From an optimization exercise on the open Yosys and OpenROAD flow, aimed at small area and a short achievable clock period; shortcuts taken in it are not production practice.
The RTL was checked by simulation tests, not by an equivalence proof against the original design.

==> flow/design.v, too long to show whole: its modules and the start of the top module <==
// module formula: 1201 lines
module formula #(
    parameter int N = 32  
) (
    input logic clk,
    input logic rstn,
    input logic i_valid,
    input logic signed [N-1 : 0] a,
    input logic signed [N-1 : 0] b,
    input logic signed [N-1 : 0] c,
    input logic signed [N-1 : 0] d,
    output logic o_valid,
    output logic signed [N-1 : 0] q
);
  // ...
==> flow/run.sh <==
#!/bin/bash
# synth_recipe.tcl (not shown) runs the flow's synth.tcl, then flattens the netlist and writes it again
# the make line also repeats each setting of config.mk as NAME=value (left out here)
make -C /OpenROAD-flow-scripts/flow DESIGN_CONFIG=/design/flow/config.mk WORK_HOME=/design/flow/orfs CLKGATE_MAP_FILE= SYNTH_SCRIPT=/design/flow/synth_recipe.tcl finish
==> flow/config.mk <==
export PLATFORM = sky130hd
export DESIGN_NAME = formula
export DESIGN_NICKNAME = formula
export VERILOG_FILES = /design/flow/design.v
export SDC_FILE = /design/flow/constraint.sdc
export NUM_CORES = 4
export LEC_CHECK = 0
export ABC_CLOCK_PERIOD_IN_PS = 7000
export CAP_MARGIN = 20
export CORE_MARGIN = 2
export CORE_UTILIZATION = 40
export SETUP_SLACK_MARGIN = 0.2
export SLEW_MARGIN = 20
==> flow/constraint.sdc <==
create_clock -name core_clock -period 8.0 [get_ports {clk}]
set_input_delay 1.6000 -clock core_clock [delete_from_list [all_inputs] [get_ports {clk}]]
set_output_delay 1.6000 -clock core_clock [all_outputs]
set_load 0.01 [all_outputs]
==> results.py, run 1 <==
metrics = {
    "layout": {
        "largest_register_ffs": 181,
        "utilization_pct": 44.3,
        "seq-cell-share_pct": 17.7,
        "dominant-cell-class": "multi-input combinational cells",
    },
    "routing": {
        "routed.top_layer": "met4",
        "route.detailed.drc": 0,
        "finalWirelength_um": 122000,
        "wl_met1_um": 49500,
    },
    "logic_synthesis": {
        "async_reset_ff_share_pct": 0,
        "synth_top_family_by_area": "adder cells",
        "synth_compound_area_share_pct": 16.7,
        "avgSynthCellArea_um2": 9.48,
    },
    "outcome": {
        "outcome": "finished clean",
    },
    "global_route": {
        "grt_use_met3_pct": 8.27,
    },
    "clocking": {
        "cts_tree": "yes",
    },
    "setup_path": {
        "reg2reg_to": "m_r[75]",
        "endpoint_kind": "register",
        "crit_fanout": 27,
        "critPathBufInv": 2,
        "cp.arrival_ns": 4.94,
    },
    "place": {
        "port_buffers": 163,
    },
    "die": {
        "die_x_um": 313,
    },
    "timing": {
        "min_period_ns": 4.47,
    },
}
==> inputs of run 2 (changes only) <==
--- a/flow/config.mk
+++ b/flow/config.mk
@@ -9,5 +9,5 @@
 export CAP_MARGIN = 20
 export CORE_MARGIN = 2
 export CORE_UTILIZATION = 40
-export SETUP_SLACK_MARGIN = 0.2
+export SETUP_SLACK_MARGIN = 4.5
 export SLEW_MARGIN = 20
==> results.py, run 2 <==
metrics = {
    "outcome": {
        "outcome": "finished clean",
    },
    "routing": {
        "wl_met1_um": 51100,
        "routed.top_layer": "met4",
        "dr_wl_met3_um": 18900,
        "route.met2.wl_um": 57100,
        "route.detailed.drc": 0,
        "ant_nets": 0,
        "drtPass1Iterations": 7,
        "vias": 30900,
        "vias_per_cell": 5.79,
        "finalWirelength_um": 135000,
        "routedWlPerCell_um": 25.4,
        "drt_iter0_markers": 3488,
    },
    "logic_synthesis": {
        "synth_seq_cells": 367,
        "yosysTopAreaCellShare_pct": 26.6,
        "async_reset_ff_share_pct": 0,
        "synth_fp_nets": 4879,
        "synth_edf_count": 0,
        "yosysUniqueCellTypes": 75,
        "yosys-top-cells-count": "inv_1, a22oi_1, fa_1",
        "synth.top_cells.by_area": "fa_1, dfxtp_1, a22oi_1, xor2_1, ha_1",
        "ys_seq_area_share_pct": 19.2,
        "netlist_area_um2": 38300,
        "synth_ff_type": "dfxtp_1",
        "syn_inst": 4038,
        "synth_warnings": 2,
        "avgSynthCellArea_um2": 9.48,
        "synthMostInstantiatedCell": "inv_1",
        "synth_top_area_cell": "fa_1",
    },
    "clocking": {
        "clk_pin_slew_ns": 0.07,
        "htree_num_levels": 2,
        "clockBufferDepth": 3,
        "cts_sinks": 367,
        "cts_made_buffers": 46,
        "cts_tree": "yes",
        "cts-root-buf": "clkbuf_16",
        "clkLatencyLatePin_ns": 0.63,
    },
    "layout": {
        "drive_above_1_share_pct": 12.1,
        "regMostFlops": "m_r",
        "largest_register_ffs": 181,
        "nets": 4871,
        "final_cell_mix": "inv_1, a22oi_1, fa_1",
        "final_common_cell": "inv_1",
        "area_growth_pct": 17.4,
        "design_area_um2": 44900,
        "reg_top3": "m_r: 181 flops, s_r: 33 flops",
    },
    "place": {
        "dp_hpwl_um": 76000,
        "place_area_um2": 40900,
        "port_buffers": 163,
        "place.gp.congestion": 0.864,
    },
    "setup_path": {
        "cp.arrival_ns": 4.03,
        "required_ns": 8.47,
        "worst-setup-path-type": "register to register",
        "critPathLaunchType": "register",
        "endpoint_kind": "register",
        "crit_fanout": 33,
    },
    "global_route": {
        "grtUsageTotal_pct": 25.2,
        "grt_first_pass_wirelength_um": 190000,
        "grt_max_degree": 36,
        "grt_pass1_vias": 31000,
        "antenna_found_initial": 1,
        "overflow": 0,
    },
    "timing": {
        "fin_crit_sh_pct": 44.6,
        "relSlewSlack_pct": 53.7,
        "setup_viol": 0,
        "fin_tns_setup_ns": 0,
        "slew_violations": 0,
        "tightestPinTransition_ns": 0.688,
        "rsz0062_at_grt": "true",
        "min_period_ns": 3.56,
        "max_freq_mhz": 281,
        "hold_violations": 0,
        "clock_skew_ns": 0.0573,
    },
    "hold_path": {
        "hold_path_class": "register to register",
    },
    "die": {
        "ios": 164,
        "die_x_um": 313,
        "initial_core_util_pct": 40.3,
        "core_area_um2": 94900,
        "die-area_um2": 98200,
        "die_h_um": 313,
        "rows": 113,
    },
    "flow_run": {
        "cap_viol_max_count": 0,
    },
}
## run 2: critical path, cell delays in order (launching register included)
cell and delay (ns):
dfxtp_4 0.77, a22oi_1 0.18, xor2_1 0.19, fa_1 0.53
fa_1 0.67, inv_1 0.10, fa_1 0.51, fa_1 0.47
## run 2: cell families after synthesis
| logic type | Yosys count | synth area share (%) |
|---|---|---|
| mux | 16 | 0.438 |
| flops | 367 | 19.2 |
| xor+xnor | 705 | 16.1 |
| fa+ha+maj | 710 | 33.2 |
| buf+inv | 996 | 9.79 |
| simple gates | 347 | 4.62 |
| compound gates | 897 | 16.7 |
## run 2: area by class of cell
type,instances,area (um^2)
Timing Repair Buffer,304,3390
Tap cell,1265,1580
Fill cell,8796,49900
Sequential cell,367,7520
Clock inverter,29,322
Inverter,636,2400
Multi-Input combinational cell,2675,28400
Antenna cell,1,2.50
Clock buffer,57,1330
## run 2: final timing paths
check | start | end | slack, ns | cells past startpoint
worst max register to register | two_r[7] | m_r[54] | 4.44 | 7
worst min register to register | t_r[10] | q_r[10] | 0.43 | 2
worst max-delay path | two_r[7] | m_r[54] | 4.44 | 7
worst min-delay path | t_r[10] | q_r[10] | 0.43 | 2
## run 2: metal layers
metal,up-vias,global-route usage (%)
met5,-,0
met4,0,9.97
met3,578,7.86
met2,2122,38.5
met1,15000,33.4
li1,13200,-
## run 2: through the flow
step                worst slack (ns)  std cells  util (%)  hold WS, ns
floorplan                       4.16       4038         -        0.329
global placement                3.20       5154      43.1        0.412
detailed placement              3.14       5154      43.1        0.420
CTS                             4.44       5273      45.8        0.434
global route                    4.40       5333      47.4        0.447
finish                          4.44       5334      47.4        0.432
## run 2: timing repair
| action | 4_1_cts | 5_1_grt |
|---|---|---|
| pin swaps | 51 | 90 |
| endpoints found under the setup margin | 175 | 94 |
| hold buffers | 0 | 0 |
| resized for setup | 217 | 174 |
| setup buffers | 33 | 60 |
==> inputs of run 3 (changes only) <==
==> flow/flow/run.sh (new file) <==
#!/bin/bash
# Own flow: the standard synthesis, then a polarity pass on the full adders
# (flow/fapol.py, which only removes or moves inverters and swaps gates for
# their complemented twins; registers are untouched), then the standard layout.
set -euo pipefail
W=$(pwd)
R=$W/orfs/results/$FLOW_PLATFORM/formula/base
bash standard.sh synth > $W/synth.log 2>&1
cp $R/1_2_yosys.v $W/1_2_yosys.std.v
FAPOL_MOVES=2000000 python3 $W/flow/fapol.py $W/1_2_yosys.std.v $W/1_2_yosys.pol.v > $W/fapol.log 2>&1
cp $W/1_2_yosys.pol.v $R/1_2_yosys.v
rm -f $R/1_synth.odb $R/1_synth.sdc
bash standard.sh finish > $W/finish.log 2>&1
==> flow/flow/fapol.py (new file) <==
#!/usr/bin/env python3
"""Remove inverters between full adders in a mapped sky130hd netlist.

A full adder is self-dual: FA(~a, ~b, ~c) = (~sum, ~cout).  Yosys's extract_fa
picks input/output polarities for each full adder on its own, which leaves
inverters between adders.  This pass chooses, for every fa cell, whether to use
it in complemented form (its inputs and outputs all inverted) so that as few
signals as possible need an inverted copy, then rebuilds the inverters.
Registers and every other cell are left as they are.

usage: fapol.py IN.v OUT.v
"""
import re, sys, os, collections
sys.path.insert(0, os.path.dirname(os.path.abspath(__file__)))
import twins as twmod
LIB = os.environ.get('LIB', '/OpenROAD-flow-scripts/flow/platforms/sky130hd/lib/sky130_fd_sc_hd__tt_025C_1v80.lib')
DONT = set(os.environ.get('DONT_USE', '').split())
TW, _ = twmod.twins(LIB)
def twin_ok(t):
    n = t.replace('sky130_fd_sc_hd__', '')
    if n not in TW: return False
    if re.match(r'(buf|clk|dly|inv|ebuf|einv|lpflow|probe|conb)', n): return False
    if 'sky130_fd_sc_hd__' + TW[n][0] in DONT: return False
    return True
INV_AREA = 3.7536

src = open(sys.argv[1]).read()
m = re.search(r'^module .*?;\n', src, re.S | re.M)
head_end = m.end()
cell_re = re.compile(r'^\s*(sky130_fd_sc_hd__\w+)\s+(\S+)\s*\((.*?)\);\n', re.S | re.M)
pin_re = re.compile(r'\.(\w+)\(\s*((?:\\\S+\s)|[^()]*?)\s*\)')

cells = []
first = None
last = None
for cm in cell_re.finditer(src):
    if first is None: first = cm.start()
    last = cm.end()
    pins = [(p, n.strip()) for p, n in pin_re.findall(cm.group(3))]
    cells.append([cm.group(1), cm.group(2), pins])
pre = src[:first]
post = src[last:]
assert 'assign' not in src[first:last]

OUT = {'X', 'Y', 'Q', 'Q_N', 'SUM', 'COUT', 'HI', 'LO'}
def is_inv(t):
    return re.match(r'sky130_fd_sc_hd__(clk)?inv_\d+$', t) is not None
def is_fa(t):
    return re.match(r'sky130_fd_sc_hd__fa_\d+$', t) is not None

# driver of each net
drv = {}
for i, (t, n, pins) in enumerate(cells):
    for p, net in pins:
        if p in OUT:
            drv[net] = (i, p)

# root of a net through inverters: (root net, parity)
def root(net):
    par = 0
    seen = 0
    while net in drv and is_inv(cells[drv[net][0]][0]):
        ci = drv[net][0]
        net = dict(cells[ci][2])['A']
        par ^= 1
        seen += 1
        assert seen < 1000
    return net, par

# consumers: (cell index, pin) with (root, parity); skip inverters themselves
cons = collections.defaultdict(list)   # root -> list of [ci, pin, parity]
ports_out = set()
for i, (t, n, pins) in enumerate(cells):
    if is_inv(t): continue
    for p, net in pins:
        if p in OUT: continue
        r, par = root(net)
        cons[r].append([i, p, par])
# output ports / nets read outside cells: any net with no cell load but used as a port
outs = re.findall(r'^\s*output\s+(?:\[(\d+):(\d+)\]\s+)?(\w+);', src[:first], re.M)
port_nets = []
for hi, lo, name in outs:
    if hi:
        for k in range(int(lo), int(hi) + 1):
            port_nets.append(f'{name}[{k}]')
    else:
        port_nets.append(name)
for pn in port_nets:
    r, par = root(pn)
    cons[r].append([None, pn, par])

fa_ids = [i for i, c in enumerate(cells) if is_fa(c[0])]
tw_ids = [i for i, c in enumerate(cells) if twin_ok(c[0])]
flip = {i: 0 for i in fa_ids + tw_ids}
tw_delta = {i: TW[cells[i][0].replace('sky130_fd_sc_hd__', '')][3] for i in tw_ids}
fa_set = set(fa_ids)
# roots touched by each fa
fa_in_roots = {}
for i in fa_ids:
    fa_in_roots[i] = [root(net)[0] for p, net in cells[i][2] if p not in OUT]
fa_out_roots = {i: [net for p, net in cells[i][2] if p in OUT] for i in fa_ids}
for i in tw_ids:
    fa_in_roots[i] = []
    fa_out_roots[i] = [net for p, net in cells[i][2] if p in OUT]

def root_flip(r):
    if r in drv:
        ci = drv[r][0]
        if ci in flip: return flip[ci]
    return 0

def need_inv(r):
    """1 if some consumer of root r needs the value opposite to what r carries"""
    sf = root_flip(r)
    for ci, p, par in cons[r]:
        want = par ^ (flip.get(ci, 0) if ci in fa_set else 0)
        if want ^ sf:
            return 1
    return 0

def local_cost(i):
    rs = set(fa_in_roots[i]) | set(fa_out_roots[i])
    return INV_AREA * sum(need_inv(r) for r in rs) + (tw_delta[i] if i in tw_delta and flip[i] else 0)

before = sum(need_inv(r) for r in cons)
import random, math
random.seed(1)
nodes = fa_ids + tw_ids
moves = int(os.environ.get('FAPOL_MOVES', '400000'))
T0, T1 = 6.0, 0.05
for mv in range(moves):
    T = T0 * (T1 / T0) ** (mv / moves)
    i = random.choice(nodes)
    c0 = local_cost(i)
    flip[i] ^= 1
    d = local_cost(i) - c0
    if d > 1e-9 and random.random() >= math.exp(-d / T):
        flip[i] ^= 1
for it in range(20):
    changed = 0
    for i in nodes:
        c0 = local_cost(i)
        flip[i] ^= 1
        c1 = local_cost(i)
        if c1 < c0 - 1e-6:
            changed += 1
        else:
            flip[i] ^= 1
    if not changed: break
after = sum(need_inv(r) for r in cons)
ninv_before = sum(1 for c in cells if is_inv(c[0]))
sys.stderr.write(f'fapol: {len(fa_ids)} fa, {len(tw_ids)} twins, {sum(flip[i] for i in fa_ids)} fa flipped, {sum(flip[i] for i in tw_ids)} twins flipped, area delta {sum(tw_delta[i] for i in tw_ids if flip[i]):.1f}, '
                 f'inverted roots {before} -> {after}, inverters before {ninv_before}\n')

# rebuild: drop every inverter whose output is consumed only through roots (all of them),
# add one inv_1 per root that needs an inverted copy
newcells = []
newwires = []
inv_net = {}
k = 0
def inv_of(r):
    global k
    if r not in inv_net:
        k += 1
        nn = f'fapol_n{k}'
        inv_net[r] = nn
        newwires.append(nn)
        newcells.append(['sky130_fd_sc_hd__inv_1', f'fapol_inv{k}', [('A', r), ('Y', nn)]])
    return inv_net[r]

port_assign = []
for r, lst in cons.items():
    sf = root_flip(r)
    for ci, p, par in lst:
        want = par ^ (flip.get(ci, 0) if ci in fa_set else 0)
        net = inv_of(r) if (want ^ sf) else r
        if ci is None:
            if net != p:
                port_assign.append((p, net))
        else:
            pins = cells[ci][2]
            for j, (pp, nn) in enumerate(pins):
                if pp == p:
                    pins[j] = (pp, net)
# a port net that is itself an inverter output keeps that inverter's name; handle by
# keeping port nets driven: if a port net's driver was an inverter we dropped, we
# drive it with a buffer from the chosen net.
for p, net in port_assign:
    k += 1
    newcells.append(['sky130_fd_sc_hd__buf_1', f'fapol_buf{k}', [('A', net), ('X', p)]])

for i in tw_ids:
    if flip[i]:
        n = cells[i][0].replace('sky130_fd_sc_hd__', '')
        nt, po, pn, _ = TW[n]
        cells[i][0] = 'sky130_fd_sc_hd__' + nt
        cells[i][2] = [(pn if p == po else p, net) for p, net in cells[i][2]]
out = [pre.rstrip('\n') + '\n']
for nn in newwires:
    out.append(f'  wire {nn};\n')
for t, n, pins in cells + newcells:
    if is_inv(t) and not n.startswith('fapol_'):
        continue
    ps = ',\n'.join(f'    .{p}({net}' + (' ' if net.startswith('\\') else '') + ')' for p, net in pins)
    out.append(f'  {t} {n} (\n{ps}\n  );\n')
out.append(post)
open(sys.argv[2], 'w').write(''.join(out))
sys.stderr.write(f'fapol: inverters after {len(inv_net)}, port buffers {len(port_assign)}\n')
==> flow/flow/twins.py (new file) <==
"""Cells of the sky130hd library that compute the complement of each other's function."""
import re, itertools

def parse_fn(s):
    toks = re.findall(r'[A-Za-z_]\w*|[()!&|^*+\']', s)
    pos = [0]
    def peek():
        return toks[pos[0]] if pos[0] < len(toks) else None
    def take():
        t = toks[pos[0]]; pos[0] += 1; return t
    def orx():
        a = xorx()
        while peek() in ('|', '+'):
            take(); b = xorx(); a = ('|', a, b)
        return a
    def xorx():
        a = andx()
        while peek() == '^':
            take(); b = andx(); a = ('^', a, b)
        return a
    def andx():
        a = unary()
        while peek() in ('&', '*') or (peek() is not None and (re.match(r'\w', peek()) or peek() in ('(', '!'))):
            if peek() in ('&', '*'): take()
            b = unary(); a = ('&', a, b)
        return a
    def unary():
        t = peek()
        if t == '!':
            take(); return ('!', unary())
        if t == '(':
            take(); a = orx(); assert take() == ')'
            e = a
        else:
            e = take()
        while peek() == "'":
            take(); e = ('!', e)
        return e
    e = orx()
    assert pos[0] == len(toks), s
    return e

def ev(e, env):
    if isinstance(e, str): return env[e]
    if e[0] == '!': return 1 - ev(e[1], env)
    a, b = ev(e[1], env), ev(e[2], env)
    return a & b if e[0] == '&' else a | b if e[0] == '|' else a ^ b

def load(lib):
    txt = open(lib).read()
    parts = re.split(r'\n\s*cell \("sky130_fd_sc_hd__', txt)
    info = {}
    for p in parts[1:]:
        name = p[:p.index('"')]
        if 'ff (' in p or 'latch (' in p or 'statetable' in p: continue
        pins = re.split(r'\n\s*pin \("', p)
        ins, outs = [], []
        for q in pins[1:]:
            pn = q[:q.index('"')]
            d = re.search(r'direction : "(\w+)"', q)
            if not d: continue
            if d.group(1) == 'input': ins.append(pn)
            elif d.group(1) == 'output':
                f = re.search(r'\bfunction : "([^"]*)"', q)
                outs.append((pn, f.group(1) if f else None))
        if len(outs) != 1 or outs[0][1] is None or not ins: continue
        area = float(re.search(r'area : ([\d.]+)', p).group(1))
        ins = sorted(ins)
        e = parse_fn(outs[0][1])
        tt = 0
        for k, vals in enumerate(itertools.product((0, 1), repeat=len(ins))):
            tt |= ev(e, dict(zip(ins, vals))) << k
        info[name] = (tuple(ins), outs[0][0], tt, area)
    return info

def twins(lib, dont_use=()):
    info = load(lib)
    by = {}
    for n, (ins, o, tt, a) in info.items():
        if n in dont_use: continue
        by.setdefault((ins, tt), []).append(n)
    tw = {}
    for n, (ins, o, tt, a) in info.items():
        if n in dont_use: continue
        full = (1 << (1 << len(ins))) - 1
        cand = by.get((ins, tt ^ full), [])
        if not cand: continue
        suf = n.rsplit('_', 1)[1]
        same = [c for c in cand if c.rsplit('_', 1)[1] == suf]
        pick = same[0] if same else min(cand, key=lambda c: info[c][3])
        tw[n] = (pick, info[n][1], info[pick][1], info[pick][3] - info[n][3])
    return tw, info

if __name__ == '__main__':
    import sys
    tw, info = twins(sys.argv[1])
    for k in sorted(tw):
        print(k, tw[k])
==> flow/standard.sh (new file) <==
#!/bin/bash
# synth_recipe.tcl (not shown) runs the flow's synth.tcl, then flattens the netlist and writes it again
# the make line also repeats each setting of config.mk as NAME=value (left out here)
make -C /OpenROAD-flow-scripts/flow DESIGN_CONFIG=/design/flow/config.mk WORK_HOME=/design/flow/orfs CLKGATE_MAP_FILE= SYNTH_SCRIPT=/design/flow/synth_recipe.tcl "${@:-finish}"
removed: flow/run.sh
==> results.py, run 3 <==
metrics = {
    "clocking": {
        "cts-root-buf": "clkbuf_16",
        "clockBufferDepth": 3,
        "cts_made_buffers": 44,
        "cts_sinks": 367,
        "cts_tree": "yes",
        "cts_hold_repair.buffers": 0,
        "htree_num_levels": 2,
        "clk_pin_slew_ns": 0.06,
        "clkLatencyLatePin_ns": 0.62,
    },
    "setup_path": {
        "rrSetupSlack_ns": 4.48,
        "worst-setup-path-type": "register to register",
        "critPathLaunchType": "register",
        "cp.arrival_ns": 4.01,
        "required_ns": 8.49,
        "cp_cell_sequence": "fa_2 -> fa_2 -> ha_4 -> a2111o_1 -> a31o_4 -> inv_4 -> o221ai_4 -> a22o_4 -> a211o_4 -> buf_6 -> a211o_4 -> mux2i_1 -> nor2_1",
        "endpoint_kind": "register",
        "critPathBufInv": 2,
        "crit_fanout": 4,
        "cp.depth": 13,
        "crit_slowest_cell": "a2111o_1",
        "reg2reg_depth": 13,
        "max_stage_delay_ns": 0.40,
        "path_delay_family": "compound AO/OA/AOI/OAI gates",
    },
    "global_route": {
        "antenna_found_initial": 1,
        "grt_first_pass_wirelength_um": 183000,
        "grt_pass1_vias": 29700,
        "grtUsageTotal_pct": 25.4,
        "grt_max_degree": 36,
        "overflow": 0,
    },
    "routing": {
        "finalWirelength_um": 125000,
        "drt_iter0_markers": 3473,
        "routedWlPerCell_um": 25.9,
        "wl_met1_um": 49100,
        "drtPass1Iterations": 6,
        "dr_wl_met3_um": 15900,
        "route.met2.wl_um": 54000,
        "vias_per_cell": 6.01,
        "route.detailed.drc": 0,
        "vias": 29000,
        "ant_nets": 0,
        "routed.top_layer": "met5",
    },
    "timing": {
        "slew_violations": 0,
        "relSlewSlack_pct": 42.9,
        "fin_tns_setup_ns": 0,
        "holdWs_ns": 0.429,
        "fin_crit_sh_pct": 44.0,
        "rsz0062_at_grt": "true",
        "setup_viol": 0,
        "min_period_ns": 3.52,
        "max_freq_mhz": 284,
        "tightestPinTransition_ns": 0.857,
        "hold_violations": 0,
        "clock_skew_ns": 0.0197,
    },
    "layout": {
        "regMostFlops": "m_r",
        "largest_register_ffs": 181,
        "fill_cells": 8498,
        "final_common_cell": "a22oi_1",
        "area_growth_pct": 15.7,
        "seq_area_um2": 7550,
        "multiInputGateArea_um2": 28200,
        "final_cell_mix": "a22oi_1, xnor2_1, fa_1",
        "design_area_um2": 42500,
        "fin_cells": 4832,
        "drive_above_1_share_pct": 12.4,
        "nets": 4450,
        "reg_top3": "m_r: 181 flops, s_r: 33 flops",
    },
    "die": {
        "die_h_um": 307,
        "ios": 164,
        "die_x_um": 307,
        "core_area_um2": 91400,
        "rows": 111,
        "initial_core_util_pct": 40.2,
        "die-area_um2": 94400,
    },
    "logic_synthesis": {
        "netlist_area_um2": 36800,
        "syn_inst": 3645,
        "avgSynthCellArea_um2": 10.1,
        "synth_fp_nets": 4486,
        "synth_warnings": 2,
    },
    "place": {
        "port_buffers": 163,
        "place.gp.congestion": 0.878,
        "dp_hpwl_um": 74400,
        "place_area_um2": 39100,
        "dpl.cell_count": 4674,
    },
    "hold_path": {
        "hold_path_class": "register to register",
        "hold_depth": 1,
    },
    "outcome": {
        "outcome": "finished clean",
    },
    "flow_run": {
        "cap_viol_max_count": 0,
    },
}
-- run 3: per-stage QoR --
| step | setup WS (ns) | utilization [%] |
|---|---|---|
| after floorplan | 4.19 | - |
| after global placement | 3.33 | 42.8 |
| after detailed placement | 3.27 | 42.8 |
| after CTS | 4.39 | 45.7 |
| after global routing | 4.39 | 46.5 |
| final | 4.48 | 46.6 |
-- run 3: final timing paths --
path / endpoint / startpoint
worst min-delay path: v[4] / v[3]
worst max register to register: ovf_r / m_r[8]
worst min register to register: v[4] / v[3]
worst max-delay path: ovf_r / m_r[8]
-- run 3: timing repair --
item	in CTS	in global routing
gates cloned	0	0
endpoints found under the setup margin	185	73
buffers inserted	42	33
resized for setup	252	117
pin swaps	63	53
-- run 3: final cells by class --
cell class / instances / share of cell area (%)
flip-flops and latches: 367 / 17.7
clock buffers: 60 / 2.96
clock inverters: 22 / 0.794
well taps: 1186 / 3.49
inverters: 243 / 2.19
multi-input cells: 2675 / 66.4
diodes: 1 / 0.00588
repair buffers: 278 / 6.45
-- run 3: per-layer routing --
metal / track usage, % / vias to the layer above
met5: 0 / -
met4: 10.7 / 4
met3: 8.04 / 450
met2: 38.6 / 1918
met1: 33.4 / 14300
li1: - / 12300
==> inputs of run 4 (changes only) <==
==> flow/flow/run.sh (replaced) <==
#!/bin/bash
# Own flow: the standard synthesis, then a polarity pass on the full adders
# (flow/fapol.py, which only removes or moves inverters and swaps gates for
# their complemented twins; registers are untouched), then the standard layout
# with buf_2 as the port buffer and no CTS dummy loads.
set -euo pipefail
W=$(pwd)
R=$W/orfs/results/$FLOW_PLATFORM/formula/base
bash standard.sh synth > $W/synth.log 2>&1
cp $R/1_2_yosys.v $W/1_2_yosys.std.v
FAPOL_MOVES=2000000 python3 $W/flow/fapol.py $W/1_2_yosys.std.v $W/1_2_yosys.pol.v > $W/fapol.log 2>&1
cp $W/1_2_yosys.pol.v $R/1_2_yosys.v
rm -f $R/1_synth.odb $R/1_synth.sdc
bash standard.sh finish \
  "BUFFER_PORTS_ARGS=-buffer_cell sky130_fd_sc_hd__buf_2" \
  "CTS_ARGS=-sink_clustering_enable -repair_clock_nets -dont_use_dummy_load" \
  > $W/finish.log 2>&1
==> results.py, run 4 <==
metrics = {
    "outcome": {
        "outcome": "finished clean",
    },
    "clocking": {
        "clockBufferDepth": 3,
        "htree_num_levels": 2,
        "cts_sinks": 367,
        "cts_hold_repair.buffers": 0,
        "clkLatencyLatePin_ns": 0.61,
        "clk_pin_slew_ns": 0.06,
        "cts-root-buf": "clkbuf_16",
        "cts_made_buffers": 46,
        "cts_tree": "yes",
    },
    "setup_path": {
        "critPathBufInv": 0,
        "crit_slowest_cell": "dfxtp_4",
        "reg2reg_from": "s_r[4]",
        "required_ns": 8.47,
        "worst_path_most_repeated_cell": "fa_1",
        "max_stage_delay_ns": 0.77,
        "path_delay_family": "adder cells",
        "crit_path_start": "s_r[4]",
        "cp.arrival_ns": 4.01,
        "endpoint_kind": "register",
        "critPathLaunchType": "register",
        "cp_cell_sequence": "a22oi_1 -> xor2_2 -> fa_1 -> fa_1 -> fa_2 -> fa_1",
        "worst-setup-path-type": "register to register",
        "crit_fanout": 34,
    },
    "place": {
        "place_area_um2": 38300,
        "place.gp.congestion": 0.886,
        "place_ws_ns": 3.73,
        "port_buffers": 163,
        "dp_hpwl_um": 75100,
    },
    "timing": {
        "setup_ws_ns": 4.46,
        "relSlewSlack_pct": 43.8,
        "hold_violations": 0,
        "setup_viol": 0,
        "min_period_ns": 3.54,
        "rsz0062_at_grt": "true",
        "fin_tns_setup_ns": 0,
        "tightestPinTransition_ns": 0.843,
        "clock_skew_ns": 0.0367,
        "max_freq_mhz": 283,
        "slew_violations": 0,
        "fin_crit_sh_pct": 44.2,
    },
    "layout": {
        "drive_above_1_share_pct": 13.9,
        "utilization_pct": 44.7,
        "regMostFlops": "m_r",
        "largest_register_ffs": 181,
        "final_common_cell": "a22oi_1",
        "design_area_um2": 40800,
        "final_cell_mix": "a22oi_1, xnor2_1, fa_1",
        "area_growth_pct": 11.0,
        "multiInputGateArea_um2": 27900,
        "fill_cells": 8614,
        "seq_area_um2": 7550,
        "nets": 4432,
        "reg_top3": "m_r: 181 flops, s_r: 33 flops",
    },
    "logic_synthesis": {
        "netlist_area_um2": 36800,
        "syn_inst": 3645,
        "avgSynthCellArea_um2": 10.1,
        "synth_fp_nets": 4486,
        "synth_warnings": 2,
    },
    "routing": {
        "vias": 28900,
        "drt_iter0_markers": 3388,
        "ant_nets": 0,
        "finalWirelength_um": 126000,
        "routedWlPerCell_um": 26.5,
        "drtPass1Iterations": 8,
        "route.detailed.drc": 0,
        "vias_per_cell": 6.05,
    },
    "hold_path": {
        "hp-start": "t_r[16]",
        "hold_path_class": "register to register",
    },
    "die": {
        "ios": 164,
        "core_area_um2": 91400,
        "die_x_um": 307,
        "die-area_um2": 94400,
        "die_h_um": 307,
        "initial_core_util_pct": 40.2,
        "rows": 111,
    },
    "flow_run": {
        "cap_viol_max_count": 0,
    },
    "global_route": {
        "grtUsageTotal_pct": 25.5,
        "antenna_found_initial": 1,
        "grt_pass1_vias": 29700,
        "overflow": 0,
        "grt_max_degree": 36,
        "grt_first_pass_wirelength_um": 183000,
    },
}
run 4: cell count changes in the layout (fill, tap and decap cells not counted), moves of 11 or more:
cell	delta
buf_2	+145
clkdlybuf4s50_1	-124
buf_4	-16
ha_1	+16
ha_4	-16
clkbuf_8	-11
run 4: area by class of cell:
class / instances / share of cell area, %
Timing Repair Buffer: 258 / 4.57
Inverter: 243 / 2.29
Antenna cell: 1 / 0.00613
Clock buffer: 46 / 2.82
Tap cell: 1186 / 3.63
Sequential cell: 367 / 18.5
Multi-Input combinational cell: 2675 / 68.2
run 4: path summary, 6_finish.rpt:
path	slack, ns	endpoint	depth (start not counted)
max	4.46	m_r[45]	6
min reg2reg	0.42	q_r[16]	2
max reg2reg	4.46	m_r[45]	6
min	0.42	q_r[16]	2
run 4: metal layers:
metal | track usage (%) | up-vias | wire length [um]
li1 | - | 12200 | -
met2 | 38.5 | 1984 | 53600
met1 | 33.3 | 14100 | 48600
met3 | 8.35 | 515 | 17300
met4 | 11.1 | 4 | 6810
met5 | 0.258 | - | 41
run 4: timing repair:
item	4_1_cts	5_1_grt
endpoints found under the setup margin	149	62
pin swaps	30	52
endpoints found under the hold margin	0	0
gates resized for setup	119	72
setup buffers	21	32
run 4: worst reg2reg max path, delay by kind of cell (launching register included):
kind	cells	cell delay (ns)
AOI/OAI and AO/OA	1	0.26
adders and majority gates	4	2.17
DFF	1	0.77
xor gates and xnor gates	1	0.21
run 4: metrics by stage:
stage,hold slack [ns],instances
after floorplan,0.329,3645
final,0.424,4776
after global placement,0.413,4676
after detailed placement,0.418,4676
after CTS,0.431,4743
after global routing,0.440,4775

[separate check: timing with driven ports]
No port has a modelled driver above. Below, the same layouts with a new extraction and two added sets of constraints. Step 1 (the two cells are an assumption about what drives the block):
set clk [get_ports {clk}]
set_driving_cell -lib_cell sky130_fd_sc_hd__clkbuf_16 $clk
set_driving_cell -lib_cell sky130_fd_sc_hd__buf_2 [delete_from_list [all_inputs] $clk]
Step 2, shift: input delay + t, output delay - t, t = (earliest + latest rising clock arrival at the registers) / 2. This alone moves slack from input paths to output paths. Slacks: ideal ports / drivers / drivers and shift; pairs: ideal ports / drivers.
| run | t (ns) | slack for setup (ns) | worst hold slack (ns) | worst slew at a driven data input, ns | pins driven straight from the clock port |
|---|---|---|---|---|---|
| run 1 | 0.662 | 3.526 / 3.526 / 3.077 | 0.423 / 0.423 / 0.423 | 0.06 | 1 |
| run 2 | 0.664 | 4.436 / 4.436 / 3.823 | 0.432 / 0.432 / 0.432 | 0.09 | 1 |
| run 3 | 0.669 | 4.479 / 4.479 / 3.884 | 0.429 / 0.429 / 0.429 | 0.08 | 1 |
| run 4 | 0.654 | 4.460 / 4.460 / 3.854 | 0.424 / 0.424 / 0.424 | 0.08 | 1 |
After both steps setup and hold are still met in every run listed. The setup slack of run 2, which loses most, moves by 0.000 ns with the drivers and by -0.613 ns with both steps.
